This is an optimization exercise on Yosys and OpenROAD, whose aim is small area, not a production implementation.
Only simulation tests tie the RTL to the original design; equivalence was not proved.

==> flow/design.v (outline; a module is shown in full before it is edited, if it fits) <==
// module CC: 1104 lines
// module cc_fa: 6 lines
// module cc_bth: 5 lines
// module cc_s3: 5 lines
// module cc_ha: 6 lines
module CC(
    clk,
    rst_n,
    in_valid,
    mode,
    xi,
    yi,
    out_valid,
    xo,
    yo
);
  // ...
==> flow/run.sh <==
#!/bin/bash
# synth_recipe.tcl (not shown) runs the flow's synth.tcl, then flattens the netlist and writes it again
# the make line also repeats each setting of config.mk as NAME=value (left out here)
make -C /OpenROAD-flow-scripts/flow DESIGN_CONFIG=/design/flow/config.mk WORK_HOME=/design/flow/orfs CLKGATE_MAP_FILE= SYNTH_SCRIPT=/design/flow/synth_recipe.tcl finish
==> flow/config.mk <==
export PLATFORM = sky130hd
export DESIGN_NAME = CC
export DESIGN_NICKNAME = CC
export VERILOG_FILES = /design/flow/design.v
export SDC_FILE = /design/flow/constraint.sdc
export NUM_CORES = 8
export LEC_CHECK = 0
export CAP_MARGIN = 20
export CORE_MARGIN = 2
export CORE_UTILIZATION = 80
export CTS_BUF_LIST = sky130_fd_sc_hd__clkbuf_4 sky130_fd_sc_hd__clkbuf_8
export SLEW_MARGIN = 20
export SYNTH_HIERARCHICAL = 1
export SYNTH_MINIMUM_KEEP_SIZE = 0
==> flow/constraint.sdc <==
create_clock -name core_clock -period 100.0 [get_ports {clk}]
set_input_delay 20.0000 -clock core_clock [delete_from_list [all_inputs] [get_ports {clk}]]
set_output_delay 20.0000 -clock core_clock [all_outputs]
set_load 0.01 [all_outputs]
==> flow_metrics.env, run 1 <==
export IMPL_design_portCount=38
export IMPL_avgSynthCellArea_um2=10.72
export IMPL_cp_slowest_stage_delay_ps=900
export IMPL_synth_most_common_cell="fa_1"
export IMPL_totalNegativeSetupSlack_ps=0
export IMPL_wl_met2_um=23990
export IMPL_grt_use_met1_pct=61.38
export IMPL_setup_ws_ps=54990
export IMPL_relSlewSlack_pct=12.08
export IMPL_yosysSeqAreaShare_pct=20.28
export IMPL_cp_data_arrival_time_ps=45370
export IMPL_die_area_um2=22540
export IMPL_drt_iter0_drc=3078
export IMPL_finalSetupViolations=0
export IMPL_crit_buf_inv=3
export IMPL_fin_crit_ps=45010
export IMPL_placed_area_um2=17740
export IMPL_netlist_top_cell_by_area="fa_1"
export IMPL_ys_flop_type="edfxtp_1"
export IMPL_postCtsSetupRepairBufs=0
export IMPL_drive_gt1_share_pct=9.298
export IMPL_start_util_pct=81.26
export IMPL_status="finished clean"
export IMPL_crit_cells=73
export IMPL_grt_use_total_pct=51.04
export IMPL_end_kind="flip-flop"
==> inputs of run 2 (changes only) <==
--- a/flow/design.v
+++ b/flow/design.v
@@ -39,17 +39,16 @@
     end
 end
 always @(posedge clk) if (in0) md <= mode;
 reg  [7:0]  RX0, RY0;        
 reg  [7:0]  RX1, RY1;        
 reg  [7:0]  RL, RR;          
 reg  [7:0]  X, Y;            
 reg  [16:0] QA, QB;          
-reg  [21:0] AREG;            
 assign xo = X;
 assign yo = Y;
 wire n0, n1, n2, n3, n4, n5, n6, n7, n8, n9, n10, n11;
 wire n12, n13, n14, n15, n16, n17, n18, n19, n20, n21, n22, n23;
 wire n24, n25, n26, n27, n28, n29, n30, n31, n32, n33, n34, n35;
 wire n36, n37, n38, n39, n40, n41, n42, n43, n44, n45, n46, n47;
 wire n48, n49, n50, n51, n52, n53, n54, n55, n56, n57, n58, n59;
 wire n60, n61, n62, n63, n64, n65, n66, n67, n68, n69, n70, n71;
@@ -147,16 +146,17 @@
 wire n1164, n1165, n1166, n1167, n1168, n1169, n1170, n1171, n1172, n1173, n1174, n1175;
 wire n1176, n1177, n1178, n1179, n1180, n1181, n1182, n1183, n1184, n1185, n1186, n1187;
 wire n1188, n1189, n1190, n1191, n1192, n1193, n1194, n1195, n1196, n1197, n1198, n1199;
 wire n1200, n1201, n1202, n1203, n1204, n1205, n1206, n1207, n1208, n1209, n1210, n1211;
 wire n1212, n1213, n1214, n1215, n1216, n1217, n1218, n1219, n1220, n1221, n1222, n1223;
 wire n1224, n1225, n1226, n1227, n1228, n1229, n1230, n1231, n1232, n1233, n1234, n1235;
 wire n1236, n1237, n1238, n1239, n1240, n1241, n1242, n1243, n1244, n1245, n1246, n1247;
 wire n1248, n1249, n1250, n1251, n1252, n1253, n1254, n1255, n1256, n1257, n1258, n1259;
+wire n1260, n1261, n1262, n1263, n1264;
 assign n0 = t1 ? RX1[0] : ((in3 & ~m1) ? RX0[0] : xi[0]);
 assign n1 = t1 ? RX1[1] : ((in3 & ~m1) ? RX0[1] : xi[1]);
 assign n2 = t1 ? RX1[2] : ((in3 & ~m1) ? RX0[2] : xi[2]);
 assign n3 = t1 ? RX1[3] : ((in3 & ~m1) ? RX0[3] : xi[3]);
 assign n4 = t1 ? RX1[4] : ((in3 & ~m1) ? RX0[4] : xi[4]);
 assign n5 = t1 ? RX1[5] : ((in3 & ~m1) ? RX0[5] : xi[5]);
 assign n6 = t1 ? RX1[6] : ((in3 & ~m1) ? RX0[6] : xi[6]);
 assign n7 = t1 ? RX1[7] : ((in3 & ~m1) ? RX0[7] : xi[7]);
@@ -975,96 +975,101 @@
 cc_fa u_n1129 (.a(n1075), .b(n1073), .c(n1128), .s(n1129), .co(n1130));
 cc_fa u_n1131 (.a(n1078), .b(n1076), .c(n1130), .s(n1131), .co(n1132));
 cc_fa u_n1133 (.a(n1081), .b(n1079), .c(n1132), .s(n1133), .co(n1134));
 cc_fa u_n1135 (.a(n1084), .b(n1082), .c(n1134), .s(n1135), .co(n1136));
 assign n1137 = ~n1087;
 cc_fa u_n1138 (.a(n1137), .b(n1085), .c(n1136), .s(n1138), .co(n1139));
 assign n1140 = n1089 ^ n1088;
 assign n1141 = n1140 ^ n1139;
-assign n1142 = m2 & AREG[21];
-assign n1143 = n796 ^ AREG[0];
-assign n1144 = ~n796 | ~AREG[0];
-assign n1145 = ~n1144;
-cc_fa u_n1146 (.a(n797), .b(AREG[1]), .c(n1145), .s(n1146), .co(n1147));
-assign n1148 = ~n1091;
-cc_fa u_n1149 (.a(n1148), .b(AREG[2]), .c(n1147), .s(n1149), .co(n1150));
-cc_fa u_n1151 (.a(n1095), .b(AREG[3]), .c(n1150), .s(n1151), .co(n1152));
-cc_fa u_n1153 (.a(n1098), .b(AREG[4]), .c(n1152), .s(n1153), .co(n1154));
-cc_fa u_n1155 (.a(n1101), .b(AREG[5]), .c(n1154), .s(n1155), .co(n1156));
-cc_fa u_n1157 (.a(n1103), .b(AREG[6]), .c(n1156), .s(n1157), .co(n1158));
-cc_fa u_n1159 (.a(n1105), .b(AREG[7]), .c(n1158), .s(n1159), .co(n1160));
-cc_fa u_n1161 (.a(n1107), .b(AREG[8]), .c(n1160), .s(n1161), .co(n1162));
-cc_fa u_n1163 (.a(n1109), .b(AREG[9]), .c(n1162), .s(n1163), .co(n1164));
-cc_fa u_n1165 (.a(n1111), .b(AREG[10]), .c(n1164), .s(n1165), .co(n1166));
-cc_fa u_n1167 (.a(n1113), .b(AREG[11]), .c(n1166), .s(n1167), .co(n1168));
-cc_fa u_n1169 (.a(n1115), .b(AREG[12]), .c(n1168), .s(n1169), .co(n1170));
-cc_fa u_n1171 (.a(n1117), .b(AREG[13]), .c(n1170), .s(n1171), .co(n1172));
-cc_fa u_n1173 (.a(n1119), .b(AREG[14]), .c(n1172), .s(n1173), .co(n1174));
-cc_fa u_n1175 (.a(n1121), .b(AREG[15]), .c(n1174), .s(n1175), .co(n1176));
-cc_fa u_n1177 (.a(n1123), .b(AREG[16]), .c(n1176), .s(n1177), .co(n1178));
-cc_fa u_n1179 (.a(n1125), .b(AREG[17]), .c(n1178), .s(n1179), .co(n1180));
-cc_fa u_n1181 (.a(n1127), .b(AREG[18]), .c(n1180), .s(n1181), .co(n1182));
-cc_fa u_n1183 (.a(n1129), .b(AREG[19]), .c(n1182), .s(n1183), .co(n1184));
-cc_fa u_n1185 (.a(n1131), .b(AREG[20]), .c(n1184), .s(n1185), .co(n1186));
-cc_fa u_n1187 (.a(n1133), .b(AREG[21]), .c(n1186), .s(n1187), .co(n1188));
-cc_fa u_n1189 (.a(n1135), .b(n1142), .c(n1188), .s(n1189), .co(n1190));
-cc_fa u_n1191 (.a(n1138), .b(n1142), .c(n1190), .s(n1191), .co(n1192));
-assign n1193 = n1141 ^ n1142;
-assign n1194 = n1193 ^ n1192;
-assign n1195 = ~(~n1143 | ~n1146 | ~n1149 | ~n1151 | ~n1153 | ~n1155 | ~n1157 | ~n1159 | ~n1161 | ~n1163 | ~n1165 | ~n1167 | ~n1169 | ~n1171 | ~n1173 | ~n1175 | ~n1177 | ~n1179 | ~n1181 | ~n1183 | ~n1185 | ~n1187 | ~n1189 | ~n1191 | n1194);
-assign n1196 = ~n1195 & ~n1194;
-assign n1197 = n1146 ^ n1194;
-assign n1198 = n1149 ^ n1194;
-assign n1199 = n1151 ^ n1194;
-assign n1200 = n1153 ^ n1194;
-assign n1201 = n1155 ^ n1194;
-assign n1202 = n1157 ^ n1194;
-assign n1203 = n1159 ^ n1194;
-assign n1204 = n1161 ^ n1194;
-assign n1205 = n1163 ^ n1194;
-assign n1206 = n1165 ^ n1194;
-assign n1207 = n1167 ^ n1194;
-assign n1208 = n1169 ^ n1194;
-assign n1209 = n1171 ^ n1194;
-assign n1210 = n1173 ^ n1194;
-assign n1211 = n1175 ^ n1194;
-assign n1212 = n1177 ^ n1194;
-assign n1213 = n1194 & n1143;
-assign n1214 = ~n1197;
-cc_ha u_n1215 (.a(n1214), .b(n1213), .s(n1215), .co(n1216));
-assign n1217 = ~n1198;
-cc_ha u_n1218 (.a(n1217), .b(n1216), .s(n1218), .co(n1219));
-assign n1220 = ~n1199;
-cc_ha u_n1221 (.a(n1220), .b(n1219), .s(n1221), .co(n1222));
-assign n1223 = ~n1200;
-cc_ha u_n1224 (.a(n1223), .b(n1222), .s(n1224), .co(n1225));
-assign n1226 = ~n1201;
-cc_ha u_n1227 (.a(n1226), .b(n1225), .s(n1227), .co(n1228));
-assign n1229 = ~n1202;
-cc_ha u_n1230 (.a(n1229), .b(n1228), .s(n1230), .co(n1231));
-assign n1232 = ~n1203;
-cc_ha u_n1233 (.a(n1232), .b(n1231), .s(n1233), .co(n1234));
-assign n1235 = ~n1204;
-cc_ha u_n1236 (.a(n1235), .b(n1234), .s(n1236), .co(n1237));
-assign n1238 = ~n1205;
-cc_ha u_n1239 (.a(n1238), .b(n1237), .s(n1239), .co(n1240));
-assign n1241 = ~n1206;
-cc_ha u_n1242 (.a(n1241), .b(n1240), .s(n1242), .co(n1243));
-assign n1244 = ~n1207;
-cc_ha u_n1245 (.a(n1244), .b(n1243), .s(n1245), .co(n1246));
-assign n1247 = ~n1208;
-cc_ha u_n1248 (.a(n1247), .b(n1246), .s(n1248), .co(n1249));
-assign n1250 = ~n1209;
-cc_ha u_n1251 (.a(n1250), .b(n1249), .s(n1251), .co(n1252));
-assign n1253 = ~n1210;
-cc_ha u_n1254 (.a(n1253), .b(n1252), .s(n1254), .co(n1255));
-assign n1256 = ~n1211;
-cc_ha u_n1257 (.a(n1256), .b(n1255), .s(n1257), .co(n1258));
-assign n1259 = n1212 ^ n1258;
+assign n1142 = m2 & QB[16];
+assign n1143 = m1 ? X[0] : n1142;
+assign n1144 = m1 ? X[1] : n1142;
+assign n1145 = m1 ? X[2] : n1142;
+assign n1146 = m1 ? X[3] : n1142;
+assign n1147 = m1 ? X[4] : n1142;
+assign n1148 = n796 ^ QB[0];
+assign n1149 = ~n796 | ~QB[0];
+assign n1150 = ~n1149;
+cc_fa u_n1151 (.a(n797), .b(QB[1]), .c(n1150), .s(n1151), .co(n1152));
+assign n1153 = ~n1091;
+cc_fa u_n1154 (.a(n1153), .b(QB[2]), .c(n1152), .s(n1154), .co(n1155));
+cc_fa u_n1156 (.a(n1095), .b(QB[3]), .c(n1155), .s(n1156), .co(n1157));
+cc_fa u_n1158 (.a(n1098), .b(QB[4]), .c(n1157), .s(n1158), .co(n1159));
+cc_fa u_n1160 (.a(n1101), .b(QB[5]), .c(n1159), .s(n1160), .co(n1161));
+cc_fa u_n1162 (.a(n1103), .b(QB[6]), .c(n1161), .s(n1162), .co(n1163));
+cc_fa u_n1164 (.a(n1105), .b(QB[7]), .c(n1163), .s(n1164), .co(n1165));
+cc_fa u_n1166 (.a(n1107), .b(QB[8]), .c(n1165), .s(n1166), .co(n1167));
+cc_fa u_n1168 (.a(n1109), .b(QB[9]), .c(n1167), .s(n1168), .co(n1169));
+cc_fa u_n1170 (.a(n1111), .b(QB[10]), .c(n1169), .s(n1170), .co(n1171));
+cc_fa u_n1172 (.a(n1113), .b(QB[11]), .c(n1171), .s(n1172), .co(n1173));
+cc_fa u_n1174 (.a(n1115), .b(QB[12]), .c(n1173), .s(n1174), .co(n1175));
+cc_fa u_n1176 (.a(n1117), .b(QB[13]), .c(n1175), .s(n1176), .co(n1177));
+cc_fa u_n1178 (.a(n1119), .b(QB[14]), .c(n1177), .s(n1178), .co(n1179));
+cc_fa u_n1180 (.a(n1121), .b(QB[15]), .c(n1179), .s(n1180), .co(n1181));
+cc_fa u_n1182 (.a(n1123), .b(QB[16]), .c(n1181), .s(n1182), .co(n1183));
+cc_fa u_n1184 (.a(n1125), .b(n1143), .c(n1183), .s(n1184), .co(n1185));
+cc_fa u_n1186 (.a(n1127), .b(n1144), .c(n1185), .s(n1186), .co(n1187));
+cc_fa u_n1188 (.a(n1129), .b(n1145), .c(n1187), .s(n1188), .co(n1189));
+cc_fa u_n1190 (.a(n1131), .b(n1146), .c(n1189), .s(n1190), .co(n1191));
+cc_fa u_n1192 (.a(n1133), .b(n1147), .c(n1191), .s(n1192), .co(n1193));
+cc_fa u_n1194 (.a(n1135), .b(n1142), .c(n1193), .s(n1194), .co(n1195));
+cc_fa u_n1196 (.a(n1138), .b(n1142), .c(n1195), .s(n1196), .co(n1197));
+assign n1198 = n1141 ^ n1142;
+assign n1199 = n1198 ^ n1197;
+assign n1200 = ~(~n1148 | ~n1151 | ~n1154 | ~n1156 | ~n1158 | ~n1160 | ~n1162 | ~n1164 | ~n1166 | ~n1168 | ~n1170 | ~n1172 | ~n1174 | ~n1176 | ~n1178 | ~n1180 | ~n1182 | ~n1184 | ~n1186 | ~n1188 | ~n1190 | ~n1192 | ~n1194 | ~n1196 | n1199);
+assign n1201 = ~n1200 & ~n1199;
+assign n1202 = n1151 ^ n1199;
+assign n1203 = n1154 ^ n1199;
+assign n1204 = n1156 ^ n1199;
+assign n1205 = n1158 ^ n1199;
+assign n1206 = n1160 ^ n1199;
+assign n1207 = n1162 ^ n1199;
+assign n1208 = n1164 ^ n1199;
+assign n1209 = n1166 ^ n1199;
+assign n1210 = n1168 ^ n1199;
+assign n1211 = n1170 ^ n1199;
+assign n1212 = n1172 ^ n1199;
+assign n1213 = n1174 ^ n1199;
+assign n1214 = n1176 ^ n1199;
+assign n1215 = n1178 ^ n1199;
+assign n1216 = n1180 ^ n1199;
+assign n1217 = n1182 ^ n1199;
+assign n1218 = n1199 & n1148;
+assign n1219 = ~n1202;
+cc_ha u_n1220 (.a(n1219), .b(n1218), .s(n1220), .co(n1221));
+assign n1222 = ~n1203;
+cc_ha u_n1223 (.a(n1222), .b(n1221), .s(n1223), .co(n1224));
+assign n1225 = ~n1204;
+cc_ha u_n1226 (.a(n1225), .b(n1224), .s(n1226), .co(n1227));
+assign n1228 = ~n1205;
+cc_ha u_n1229 (.a(n1228), .b(n1227), .s(n1229), .co(n1230));
+assign n1231 = ~n1206;
+cc_ha u_n1232 (.a(n1231), .b(n1230), .s(n1232), .co(n1233));
+assign n1234 = ~n1207;
+cc_ha u_n1235 (.a(n1234), .b(n1233), .s(n1235), .co(n1236));
+assign n1237 = ~n1208;
+cc_ha u_n1238 (.a(n1237), .b(n1236), .s(n1238), .co(n1239));
+assign n1240 = ~n1209;
+cc_ha u_n1241 (.a(n1240), .b(n1239), .s(n1241), .co(n1242));
+assign n1243 = ~n1210;
+cc_ha u_n1244 (.a(n1243), .b(n1242), .s(n1244), .co(n1245));
+assign n1246 = ~n1211;
+cc_ha u_n1247 (.a(n1246), .b(n1245), .s(n1247), .co(n1248));
+assign n1249 = ~n1212;
+cc_ha u_n1250 (.a(n1249), .b(n1248), .s(n1250), .co(n1251));
+assign n1252 = ~n1213;
+cc_ha u_n1253 (.a(n1252), .b(n1251), .s(n1253), .co(n1254));
+assign n1255 = ~n1214;
+cc_ha u_n1256 (.a(n1255), .b(n1254), .s(n1256), .co(n1257));
+assign n1258 = ~n1215;
+cc_ha u_n1259 (.a(n1258), .b(n1257), .s(n1259), .co(n1260));
+assign n1261 = ~n1216;
+cc_ha u_n1262 (.a(n1261), .b(n1260), .s(n1262), .co(n1263));
+assign n1264 = n1217 ^ n1263;
 wire       rowend = (X == RR);
 assign     last   = rowend & (Y == RY0);
 wire       step   = run & rowend;
 always @(posedge clk) begin
     if (in0) begin
         RX0 <= xi;
         RY0 <= yi;
     end
@@ -1081,29 +1086,30 @@
     else if (step) begin
         RY1 <= {n268, n267, n266, n265, n264, n263, n262, n261};
         RX1 <= {n326, n325, n324, n323, n322, n321, n320, n319};
     end
     if (in1 & m1)      QA[12:0] <= {~n733, ~n731, ~n729, ~n727, ~n725, ~n723, ~n721, ~n719, ~n717, ~n715, n712, n709, n707};
     else if (in3 & m0) QA[12:0] <= {{~n224, ~n223, ~n222, ~n221, ~n220}, {n219, n218, n217, n216, n215, n214, n213, n212}};
     if (in3 & m0)      QA[16:13] <= {{~n40}, {~n227, ~n226, ~n225}};
     if (t1 & m0)       QB <= {{~n40}, {~n227, ~n226, ~n225, ~n224, ~n223, ~n222, ~n221, ~n220}, {n219, n218, n217, n216, n215, n214, n213, n212}};
-    AREG <= {~n1133, ~n1131, ~n1129, ~n1127, ~n1125, ~n1123, ~n1121, ~n1119, ~n1117, ~n1115, ~n1113, ~n1111, ~n1109, ~n1107, ~n1105, ~n1103, ~n1101, ~n1098, ~n1095, n1091, ~n797, ~n796};
+    else if ((in2 & m1) | (in3 & m2)) QB <= {~n1123, ~n1121, ~n1119, ~n1117, ~n1115, ~n1113, ~n1111, ~n1109, ~n1107, ~n1105, ~n1103, ~n1101, ~n1098, ~n1095, n1091, ~n797, ~n796};
     if (in2)       RL <= xi;
     else if (step) RL <= {n285, n282, n280, n278, n276, n274, n272, n270};
     if (in3)       RR <= xi;
     else if (step) RR <= {n343, n340, n338, n336, n334, n332, n330, n328};
-    if (in3 & m1)       X <= 8'd0;
+    if (in2 & m1)       X <= {n1141, ~n1138, ~n1135, ~n1133, ~n1131, ~n1129, ~n1127, ~n1125};
+    else if (t1 & m1)   X <= 8'd0;
     else if (t1 & m0)   X <= RL;
-    else if (t1 & m2)   X <= {~n1259, n1257, n1254, n1251, n1248, n1245, n1242, n1239};
+    else if (t1 & m2)   X <= {~n1264, n1262, n1259, n1256, n1253, n1250, n1247, n1244};
     else if (step)      X <= {n285, n282, n280, n278, n276, n274, n272, n270};
-    else if (run)       X <= {n356, n354, n352, n350, n348, n346, n344, ~X[0]};
+    else                X <= {n356, n354, n352, n350, n348, n346, n344, ~X[0]};
     if (in2)            Y <= yi;
-    else if (in3 & m1)  Y <= {6'd0, {n1195}, {n1196}};
-    else if (t1 & m2)   Y <= {n1236, n1233, n1230, n1227, n1224, n1221, n1218, n1215};
+    else if (in3 & m1)  Y <= {6'd0, {n1200}, {n1201}};
+    else if (t1 & m2)   Y <= {n1241, n1238, n1235, n1232, n1229, n1226, n1223, n1220};
     else if (step)      Y <= {n369, n367, n365, n363, n361, n359, n357, ~Y[0]};
 end
 endmodule
 module cc_fa(a, b, c, s, co);
 input a, b, c;
 output s, co;
 assign s  = a ^ b ^ c;
 assign co = (a & b) | (a & c) | (b & c);
==> flow/config.mk (replaced) <==
export PLATFORM = sky130hd
export DESIGN_NAME = CC
export DESIGN_NICKNAME = CC
export VERILOG_FILES = /design/flow/design.v
export SDC_FILE = /design/flow/constraint.sdc
export NUM_CORES = 8
export LEC_CHECK = 0
export CAP_MARGIN = 20
export CORE_MARGIN = 2
export CORE_UTILIZATION = 65
export CTS_BUF_LIST = sky130_fd_sc_hd__clkbuf_4 sky130_fd_sc_hd__clkbuf_8
export SLEW_MARGIN = 20
export SYNTH_HIERARCHICAL = 1
export SYNTH_MINIMUM_KEEP_SIZE = 0
==> run 2 against run 1 <==
Against the previous run: still clean on timing, DRC and antenna; cell count is 1.7% higher; clock skew fell by 0.56 ps; first-iteration DRC count shrank 19%; worst setup slack improved by 590 ps; area after synthesis is 3.6% lower; global-route usage decreased by 9.1 points; hold slack worse by 29 ps; count of clock-buffer cells in the layout down 9; via count fell by 6.7%; sequential share of layout area fell by 1.8 points; wire length down 2.3%; critical path type unchanged; highest routed layer is now met4.
==> flow_metrics.env, run 2 <==
export IMPL_status="finished clean"
export IMPL_path_clk_slew_ps=110
export IMPL_grtUsageMet3_pct=8.558
export IMPL_ys_flop_type="edfxtp_1"
export IMPL_netlist_top_cell_by_area="fa_1"
export IMPL_hold_viol=0
export IMPL_stdcell_count=1934
export IMPL_cts_buffers_inserted=9
export IMPL_numPlacedInstances=1918
export IMPL_grt_max_degree=50
export IMPL_antenna_found_initial=1
export IMPL_crit_fanout=37
export IMPL_synth_cell_type_count=69
export IMPL_ant_nets=0
export IMPL_post_cts_resized=0
export IMPL_avgSynthCellArea_um2=10.36
export IMPL_grtUsageMet2_pct=61.45
export IMPL_drt_total_wl_um=53040
export IMPL_postCtsSetupRepairBufs=0
export IMPL_coreArea_um2=25040
export IMPL_yosysSeqAreaShare_pct=18.36
export IMPL_fin_area_um2=17500
export IMPL_critPathLaunchType="primary input"
export IMPL_drv_slew=0
export IMPL_worstHoldPathType="reg2reg"
export IMPL_grt_pass1_wl_um=82770
export IMPL_end_kind="flip-flop"
export IMPL_whs_path_depth=1
export IMPL_synth_most_common_cell="fa_1"
export IMPL_clockBufferDepth=2
export IMPL_dp_hpwl_um=40570
export IMPL_cp_slowest_stage_delay_ps=820
export IMPL_cap_violations=0
export IMPL_clockRootBuffer="clkbuf_8"
export IMPL_grt_use_met1_pct=62.30
export IMPL_synth_area_leaders="fa_1 (36%), edfxtp_1 (17%), nand2_1 (5.7%)"
export IMPL_path_class="in2reg"
export IMPL_netlist_area_um2=16460
export IMPL_finalWeightedCongestion=0.9491
export IMPL_min_to="cnt[0]"
export IMPL_period_share_pct=44.42
export IMPL_relSlewSlack_pct=26.80
export IMPL_n_antenna_cell=0
export IMPL_cp_data_arrival_time_ps=44750
export IMPL_firstDrtPassIters=19
export IMPL_async_flop_share_pct=3.846
export IMPL_synthToLayoutAreaGrowth_pct=6.277
export IMPL_cp_slowest_cell="nor3_1"
export IMPL_clock_skew_ps=23.89
export IMPL_fp_row_count=58
export IMPL_cts_htree_levels=3
export IMPL_placed_area_um2=17270
export IMPL_synthTopCellsByCount="fa_1 (297), nand2_1 (249), edfxtp_1 (92), nor2_1 (87), a222oi_1 (80)"
export IMPL_drive_gt1_share_pct=7.045
export IMPL_hold_ws_ps=555.9
export IMPL_clock_sinks=104
export IMPL_grt_use_total_pct=41.93
export IMPL_rsz0062_at_grt="no"
export IMPL_holdBufCountCts=0
export IMPL_r2r_end="X[7]"
export IMPL_final_cell_mix="fa_1 (297), nand2_1 (248), edfxtp_1 (92)"
export IMPL_die_w_um=163.2
export IMPL_reg_top3="QA x17, QB x17"
export IMPL_finalSetupViolations=0
export IMPL_final_common_cell="fa_1"
export IMPL_totalNegativeSetupSlack_ps=0
export IMPL_fin_crit_ps=44420
export IMPL_cpMostUsedCell="fa_1"
export IMPL_grt_overflow=0
export IMPL_hp_start="cnt[0]"
export IMPL_final_nets=1985
export IMPL_die_y_um=163.2
export IMPL_netlist_instances=1589
export IMPL_io_buffers=37
export IMPL_top_usage_layer="met1"
export IMPL_drt_iter0_drc=2489
export IMPL_cts_tree="built"
export IMPL_r2r_cells=75
export IMPL_insertion_delay_ps=410
export IMPL_worstPathRequired_ps=100330
export IMPL_vias_per_cell=7.039
export IMPL_ys_ff_latch=104
export IMPL_max_freq_mhz=22.51
export IMPL_start_util_pct=65.76
export IMPL_drc=0
export IMPL_die_area_um2=26620
export IMPL_yosysWarningCount=7
export IMPL_grt_pass1_vias=13770
export IMPL_rrSetupSlack_ps=75250
export IMPL_wl_per_cell_um=27.43
export IMPL_via_count=13610
export IMPL_regToRegStartpoint="cnt[0]"
export IMPL_synth_edff_count=92
export IMPL_tightest_slew_ps=1095
export IMPL_design_portCount=38
export IMPL_yosysTopAreaCellShare_pct=36.11
-- run 2: worst max-delay path: cells and delay by family --
family          cells  cell delay, ps
mux                 1             240
simple gates        4            1630
compound gates      7            1720
fa+ha+maj          51           18290
xor+xnor            7            1140
buf+inv             5            1680
-- run 2: kinds of logic (layout without fill, tap and decap cells) --
group	after synthesis	after routing	share of synthesized area, %
adders and majority gates	365	365	41.28
xor gates and xnor gates	69	69	3.807
AOI/OAI and AO/OA	302	302	13.27
and+or+nand+nor	522	522	14.83
other	1	5	0.02278
buffers and inverters	148	159	3.473
DFF	104	104	18.36
muxes	78	78	4.955
-- run 2: modules after synthesis (local to each module, per instance) --
module | area [µm²] | flip-flops and latches | copies in the design
CC | 9042 | 104 | 1
cc_fa | 20.02 | 0 | 297
cc_ha | 12.51 | 0 | 54
cc_s3 | 10.01 | 0 | 80
-- run 2: cell type report --
| type | count | area [µm²] |
|---|---|---|
| Clock inverter | 7 | 102.6 |
| Sequential cell | 104 | 3023 |
| Clock buffer | 9 | 123.9 |
| Fill cell | 1936 | 7538 |
| Tap cell | 330 | 412.9 |
| Multi-Input combinational cell | 1341 | 12920 |
| Inverter | 66 | 247.7 |
| Timing Repair Buffer | 77 | 670.6 |
-- run 2: layer usage --
metal / vias up / wire length, µm / share of wire (%)
li1: 5678 / - / -
met3: 162 / 7413 / 14
met2: 1084 / 22600 / 43
met1: 6690 / 20650 / 39
met5: - / 0 / 0
met4: 0 / 2376 / 4.5
-- run 2: stage by stage --
step,setup slack [ps],utilization (%)
global placement,55790,68.98
global route,54600,69.89
floorplan,55730,-
detailed placement,55290,68.98
CTS,55680,69.88
finish,55580,69.89
-- run 2: worst max path at each step --
stage             start    to  slack, ps  cells after the start
6_report       in_valid  X[7]      55580                     75
5_1_grt        in_valid  X[7]      54600                     75
4_1_cts        in_valid  X[7]      55680                     75
3_5_place_dp   in_valid  X[7]      55290                     75
3_3_place_gp   in_valid  X[7]      55790                     73
2_1_floorplan  in_valid  X[7]      55730                     70
==> inputs of run 3 (changes only) <==
--- a/flow/config.mk
+++ b/flow/config.mk
@@ -9,6 +9,7 @@
 export CORE_MARGIN = 2
 export CORE_UTILIZATION = 65
 export CTS_BUF_LIST = sky130_fd_sc_hd__clkbuf_4 sky130_fd_sc_hd__clkbuf_8
+export GPL_TIMING_DRIVEN = 0
 export SLEW_MARGIN = 20
 export SYNTH_HIERARCHICAL = 1
 export SYNTH_MINIMUM_KEEP_SIZE = 0
==> run 3 against run 2 <==
Against the previous run: still clean on timing, DRC and antenna; area after synthesis stayed put; sequential share of layout area is 0.16 points lower; register-to-register slack worse by 1500 ps.
==> flow_metrics.env, run 3 <==
export IMPL_status="finished clean"
export IMPL_whs_path_depth=1
export IMPL_firstDrtPassIters=14
export IMPL_synth_cell_type_count=69
export IMPL_post_cts_resized=0
export IMPL_start_util_pct=65.76
export IMPL_tightest_slew_ps=1159
export IMPL_path_clk_slew_ps=110
export IMPL_reg_top3="QA x17, QB x17"
export IMPL_clockRootBuffer="clkbuf_8"
export IMPL_grt_pass1_vias=13960
export IMPL_yosysSeqAreaShare_pct=18.36
export IMPL_antenna_found_initial=3
export IMPL_netlist_top_cell_by_area="fa_1"
export IMPL_cts_htree_levels=3
export IMPL_io_buffers=37
export IMPL_grt_overflow=0
export IMPL_worstPathRequired_ps=100320
export IMPL_synth_most_common_cell="fa_1"
export IMPL_worstHoldPathType="reg2reg"
export IMPL_drt_iter0_drc=2333
export IMPL_design_portCount=38
export IMPL_holdBufCountCts=0
export IMPL_rsz0062_at_grt="no"
export IMPL_synthTopCellsByCount="fa_1 (297), nand2_1 (249), edfxtp_1 (92), nor2_1 (87), a222oi_1 (80)"
export IMPL_hold_viol=0
export IMPL_netlist_instances=1589
export IMPL_stdcell_count=1984
export IMPL_top_usage_layer="met2"
export IMPL_clock_sinks=104
export IMPL_clockBufferDepth=2
export IMPL_die_y_um=163.2
export IMPL_cp_data_arrival_time_ps=45950
export IMPL_finalSetupViolations=0
export IMPL_ant_nets=0
export IMPL_via_count=13970
export IMPL_r2r_cells=76
export IMPL_setup_ws_ps=54370
export IMPL_dp_hpwl_um=43910
export IMPL_end_kind="flip-flop"
export IMPL_avgSynthCellArea_um2=10.36
export IMPL_drt_total_wl_um=55860
export IMPL_fin_crit_ps=45630
export IMPL_grt_use_met1_pct=62.32
export IMPL_ys_flop_type="edfxtp_1"
export IMPL_yosysTopAreaCellShare_pct=36.11
export IMPL_critPathLaunchType="primary input"
export IMPL_numPlacedInstances=1966
export IMPL_crit_fanout=32
export IMPL_drv_slew=0
export IMPL_async_flop_share_pct=3.846
export IMPL_totalNegativeSetupSlack_ps=0
export IMPL_drive_gt1_share_pct=6.174
export IMPL_drc=0
export IMPL_dp_slack_ps=54320
export IMPL_cp_slowest_cell="fa_1"
export IMPL_vias_per_cell=7.040
export IMPL_die_w_um=163.2
export IMPL_path_class="in2reg"
export IMPL_relSlewSlack_pct=22.66
export IMPL_fin_util_pct=70.53
export IMPL_grt_pass1_wl_um=85440
export IMPL_cp_slowest_stage_delay_ps=780
export IMPL_grtUsageMet2_pct=65.06
export IMPL_synth_edff_count=92
export IMPL_final_nets=2033
export IMPL_grt_max_degree=33
export IMPL_coreArea_um2=25040
export IMPL_finalWeightedCongestion=1.052
export IMPL_insertion_delay_ps=400
export IMPL_period_share_pct=45.63
export IMPL_fill_cells=1890
export IMPL_postCtsSetupRepairBufs=0
export IMPL_clock_skew_ps=16.13
export IMPL_final_cell_mix="fa_1 (297), nand2_1 (249), edfxtp_1 (92)"
export IMPL_yosysWarningCount=7
export IMPL_netlist_area_um2=16460
export IMPL_wl_per_cell_um=28.16
export IMPL_grtUsageMet3_pct=10.03
export IMPL_ys_ff_latch=104
export IMPL_max_freq_mhz=21.92
export IMPL_final_common_cell="fa_1"
export IMPL_synth_area_leaders="fa_1 (36%), edfxtp_1 (17%), nand2_1 (5.7%)"
export IMPL_die_area_um2=26620
export IMPL_fp_row_count=58
export IMPL_cap_violations=0
export IMPL_cpMostUsedCell="fa_1"
export IMPL_grt_use_total_pct=43.88
export IMPL_cts_tree="built"
export IMPL_synthToLayoutAreaGrowth_pct=7.250
export IMPL_cts_buffers_inserted=9
## run 3: area by class of cell
cell class | count | area (µm²) | area share (%)
buffer | 82 | 324.1 | 1.835
antenna | 2 | 5.005 | 0.02834
clock inverter | 6 | 50.05 | 0.2834
multi-input combinational | 1341 | 13020 | 73.71
sequential | 104 | 3023 | 17.12
tap | 330 | 412.9 | 2.338
timing repair buffer | 43 | 442.9 | 2.508
clock buffer | 10 | 137.6 | 0.7794
inverter | 66 | 247.7 | 1.403
## run 3: path summary, 6_finish.rpt
kind                           from   endpoint  slack, ps
hold / removal               cnt[0]     cnt[0]        570
max in group asynchronous     rst_n  out_valid      80020
hold reg to reg              cnt[0]     cnt[0]        570
setup reg to reg              md[0]       X[7]      73730
min in group asynchronous     rst_n     cnt[0]      19800
setup / recovery           in_valid       X[7]      54370
## run 3: metal layers
metal	wire length, µm	part of all wire [%]	vias up
met5	13	0.023	-
met4	3042	5.4	2
met3	7413	13	217
met2	24350	44	1130
met1	21040	38	6856
li1	-	-	5763
## run 3: worst max-delay path: cells and delay by family
kind,cells,cell delay (ps)
adders and majority gates,51,19500
buffers and inverters,8,2920
AOI/OAI and AO/OA,8,1720
xor gates and xnor gates,4,980
and+or+nand+nor,5,740
## run 3: modules after synthesis (local to each module, per instance)
module,cells,flip-flops and latches
cc_s3,1,0
CC,1158,104
cc_ha,1,0
cc_fa,1,0
## run 3: metrics by stage
stage | area [µm²] | hold slack (ps)
final | 17660 | 570.0
after global routing | 17650 | 591.6
after CTS | 17650 | 568.2
after detailed placement | 17460 | 554.3
after global placement | 17260 | 515.7
after floorplan | 16480 | 491.4
## run 3: logic make-up (layout without fill, tap and decap cells)
| family | count (synthesis) | after routing | synth area share, % |
|---|---|---|---|
| AOI/OAI and AO/OA | 302 | 302 | 13.27 |
| other | 1 | 7 | 0.02278 |
| adders and majority gates | 365 | 365 | 41.28 |
| and+or+nand+nor | 522 | 522 | 14.83 |
| xor gates and xnor gates | 69 | 69 | 3.807 |
| muxes | 78 | 78 | 4.955 |
| DFF | 104 | 104 | 18.36 |
| buffers and inverters | 148 | 207 | 3.473 |
==> inputs of run 4 (changes only) <==
--- a/flow/config.mk
+++ b/flow/config.mk
@@ -7,9 +7,8 @@
 export LEC_CHECK = 0
 export CAP_MARGIN = 20
 export CORE_MARGIN = 2
-export CORE_UTILIZATION = 65
+export CORE_UTILIZATION = 50
 export CTS_BUF_LIST = sky130_fd_sc_hd__clkbuf_4 sky130_fd_sc_hd__clkbuf_8
-export GPL_TIMING_DRIVEN = 0
 export SLEW_MARGIN = 20
 export SYNTH_HIERARCHICAL = 1
 export SYNTH_MINIMUM_KEEP_SIZE = 0
==> run 4 against run 3 <==
Against the previous run: cell count up 3.3%; sequential share of layout area about the same; die area increased by 29%; wire length down 1.3%; utilization shrank 16 points; first-iteration DRC count is 7.5% lower; global-route usage shrank 10 points; non-clock buffer count shrank 46; via count down 4.7%; critical path type unchanged; critical endpoint unchanged; highest routed layer is now met4.
==> flow_metrics.env, run 4 <==
export IMPL_status="finished clean"
export IMPL_finalSetupViolations=0
export IMPL_final_common_cell="fa_1"
export IMPL_post_cts_resized=0
export IMPL_grt_max_degree=50
export IMPL_wl_per_cell_um=26.91
export IMPL_cp_data_arrival_time_ps=44740
export IMPL_drc=0
export IMPL_crit_fanout=37
export IMPL_grt_pass1_wl_um=84370
export IMPL_fp_row_count=66
export IMPL_via_count=13320
export IMPL_die_y_um=185.5
export IMPL_end_kind="flip-flop"
export IMPL_die_w_um=185.5
export IMPL_dp_hpwl_um=42290
export IMPL_yosysSeqAreaShare_pct=18.36
export IMPL_synthTopCellsByCount="fa_1 (297), nand2_1 (249), edfxtp_1 (92), nor2_1 (87), a222oi_1 (80)"
export IMPL_netlist_top_cell_by_area="fa_1"
export IMPL_synth_edff_count=92
export IMPL_totalNegativeSetupSlack_ps=0
export IMPL_clockRootBuffer="clkbuf_8"
export IMPL_die_area_um2=34400
export IMPL_worstHoldPathType="reg2reg"
export IMPL_tightest_slew_ps=1043
export IMPL_yosysTopAreaCellShare_pct=36.11
export IMPL_insertion_delay_ps=420
export IMPL_async_flop_share_pct=3.846
export IMPL_postCtsSetupRepairBufs=0
export IMPL_drv_slew=0
export IMPL_drt_total_wl_um=55140
export IMPL_critPathLaunchType="primary input"
export IMPL_cpMostUsedCell="fa_1"
export IMPL_path_clk_slew_ps=110
export IMPL_drive_gt1_share_pct=7.161
export IMPL_avgSynthCellArea_um2=10.36
export IMPL_synthToLayoutAreaGrowth_pct=7.075
export IMPL_cts_buffers_inserted=9
export IMPL_io_buffers=37
export IMPL_coreArea_um2=32450
export IMPL_final_nets=1987
export IMPL_ys_flop_type="edfxtp_1"
export IMPL_period_share_pct=44.47
export IMPL_cap_violations=0
export IMPL_cp_slowest_cell="nor3_1"
export IMPL_holdBufCountCts=0
export IMPL_synth_area_leaders="fa_1 (36%), edfxtp_1 (17%), nand2_1 (5.7%)"
export IMPL_relSlewSlack_pct=30.27
export IMPL_final_cell_mix="fa_1 (297), nand2_1 (248), edfxtp_1 (92)"
export IMPL_reg_top3="QA x17, QB x17"
export IMPL_worstPathRequired_ps=100270
export IMPL_hold_viol=0
export IMPL_netlist_instances=1589
export IMPL_fin_crit_ps=44470
export IMPL_grt_pass1_vias=13170
export IMPL_start_util_pct=50.73
export IMPL_finalWeightedCongestion=0.9251
export IMPL_grt_overflow=0
export IMPL_clockBufferDepth=2
export IMPL_path_class="in2reg"
export IMPL_ant_nets=0
export IMPL_max_freq_mhz=22.49
export IMPL_design_portCount=38
export IMPL_clock_sinks=104
export IMPL_rsz0062_at_grt="no"
export IMPL_cp_slowest_stage_delay_ps=820
export IMPL_netlist_area_um2=16460
export IMPL_ys_ff_latch=104
export IMPL_cts_tree="built"
export IMPL_vias_per_cell=6.499
export IMPL_synth_cell_type_count=69
export IMPL_clock_skew_ps=17.88
export IMPL_grt_use_total_pct=33.50
export IMPL_drt_iter0_drc=2158
export IMPL_firstDrtPassIters=13
export IMPL_yosysWarningCount=7
export IMPL_hold_ws_ps=549.6
export IMPL_antenna_found_initial=0
export IMPL_synth_most_common_cell="fa_1"
export IMPL_cts_htree_levels=3
==> run 4: cell counts after synthesis <==
No cell type changed its count.
==> run 4: Yosys stat by module, one instance, submodules excluded <==
module | cells | times used | flops+latches
CC | 1158 | 1 | 104
cc_fa | 1 | 297 | 0
cc_ha | 1 | 54 | 0
cc_s3 | 1 | 80 | 0
==> run 4: per-stage QoR <==
stage	area, µm²	setup WS [ps]	cells	utilization, %
4_1_cts	17620	55710	2048	54.31
5_1_grt	17630	54610	2048	54.31
6_report	17630	55530	2049	54.32
2_1_floorplan	16480	55730	1593	-
3_5_place_dp	17420	55350	2032	53.69
3_3_place_gp	17420	55680	2032	53.69
==> run 4: cells by family after synthesis <==
family	count (synthesis)	synth area share [%]
compound gates	302	13.27
simple gates	522	14.83
buf+inv	148	3.473
mux	78	4.955
flops	104	18.36
other cells	1	0.02278
xor+xnor	69	3.807
fa+ha+maj	365	41.28
==> run 4: critical path, delay by kind of cell <==
kind	cells	cell delay, ps
muxes	1	250
buffers and inverters	5	1660
xor gates and xnor gates	7	1250
adders and majority gates	51	18290
and+or+nand+nor	4	1650
AOI/OAI and AO/OA	7	1570
==> run 4: final cells by class <==
type,instances,area [µm²]
Fill cell,2895,14820
Multi-Input combinational cell,1341,12920
Sequential cell,104,3023
Timing Repair Buffer,79,685.7
Tap cell,442,553.0
Inverter,66,247.7
Clock buffer,10,131.4
Clock inverter,6,68.82
Antenna cell,1,2.502
==> run 4: layer usage <==
layer | wire length [µm] | global-route usage, %
met3 | 5323 | 5.361
met1 | 23420 | 48.98
met4 | 1568 | 10.06
met5 | 0 | 0
met2 | 24830 | 51.51
==> run 4: final timing paths <==
check / startpoint / end / slack [ps] / depth (start not counted)
worst max-delay path: in_valid / X[7] / 55530 / 75
worst min-delay path: cnt[0] / cnt[0] / 550 / 1
worst max register to register: cnt[0] / X[7] / 75170 / 75
worst min register to register: cnt[0] / cnt[0] / 550 / 1
max in group asynchronous: rst_n / out_valid / 80060 / 1
min in group asynchronous: rst_n / t1 / 19770 / 1

[separate check: timing with driven ports]
The results above use ideal ports. As a check the final layouts listed here were re-extracted and re-timed, cells and wires unchanged. Step 1 sets driving cells, clkbuf_16 on the clock port and buf_2 on the other inputs (assumed; they add their load-dependent delay and slew). Step 2 moves the port delays by t, midway between the first and last clock arrival at a register: inputs arrive t later, outputs are due t later. That takes back most of the time a late clock gives input paths. a / b / c = no drivers / after step 1 / after step 2; a / b = the first two.
run | t (ns) | setup WS [ns] | worst setup path at the end | worst data-port slew with drivers (ns)
run 1 | 0.526 | 54.991 / 55.011 / 54.485 | input to register | 0.04
run 2 | 0.437 | 55.580 / 55.597 / 55.160 | input to register | 0.04
run 3 | 0.439 | 54.371 / 54.389 / 53.950 | input to register | 0.03
run 4 | 0.453 | 55.532 / 55.541 / 55.088 | input to register | 0.06
After both steps every run listed still meets setup and hold. The setup slack of run 1, which loses most, moves by +0.020 ns with the drivers and by -0.506 ns with both steps.
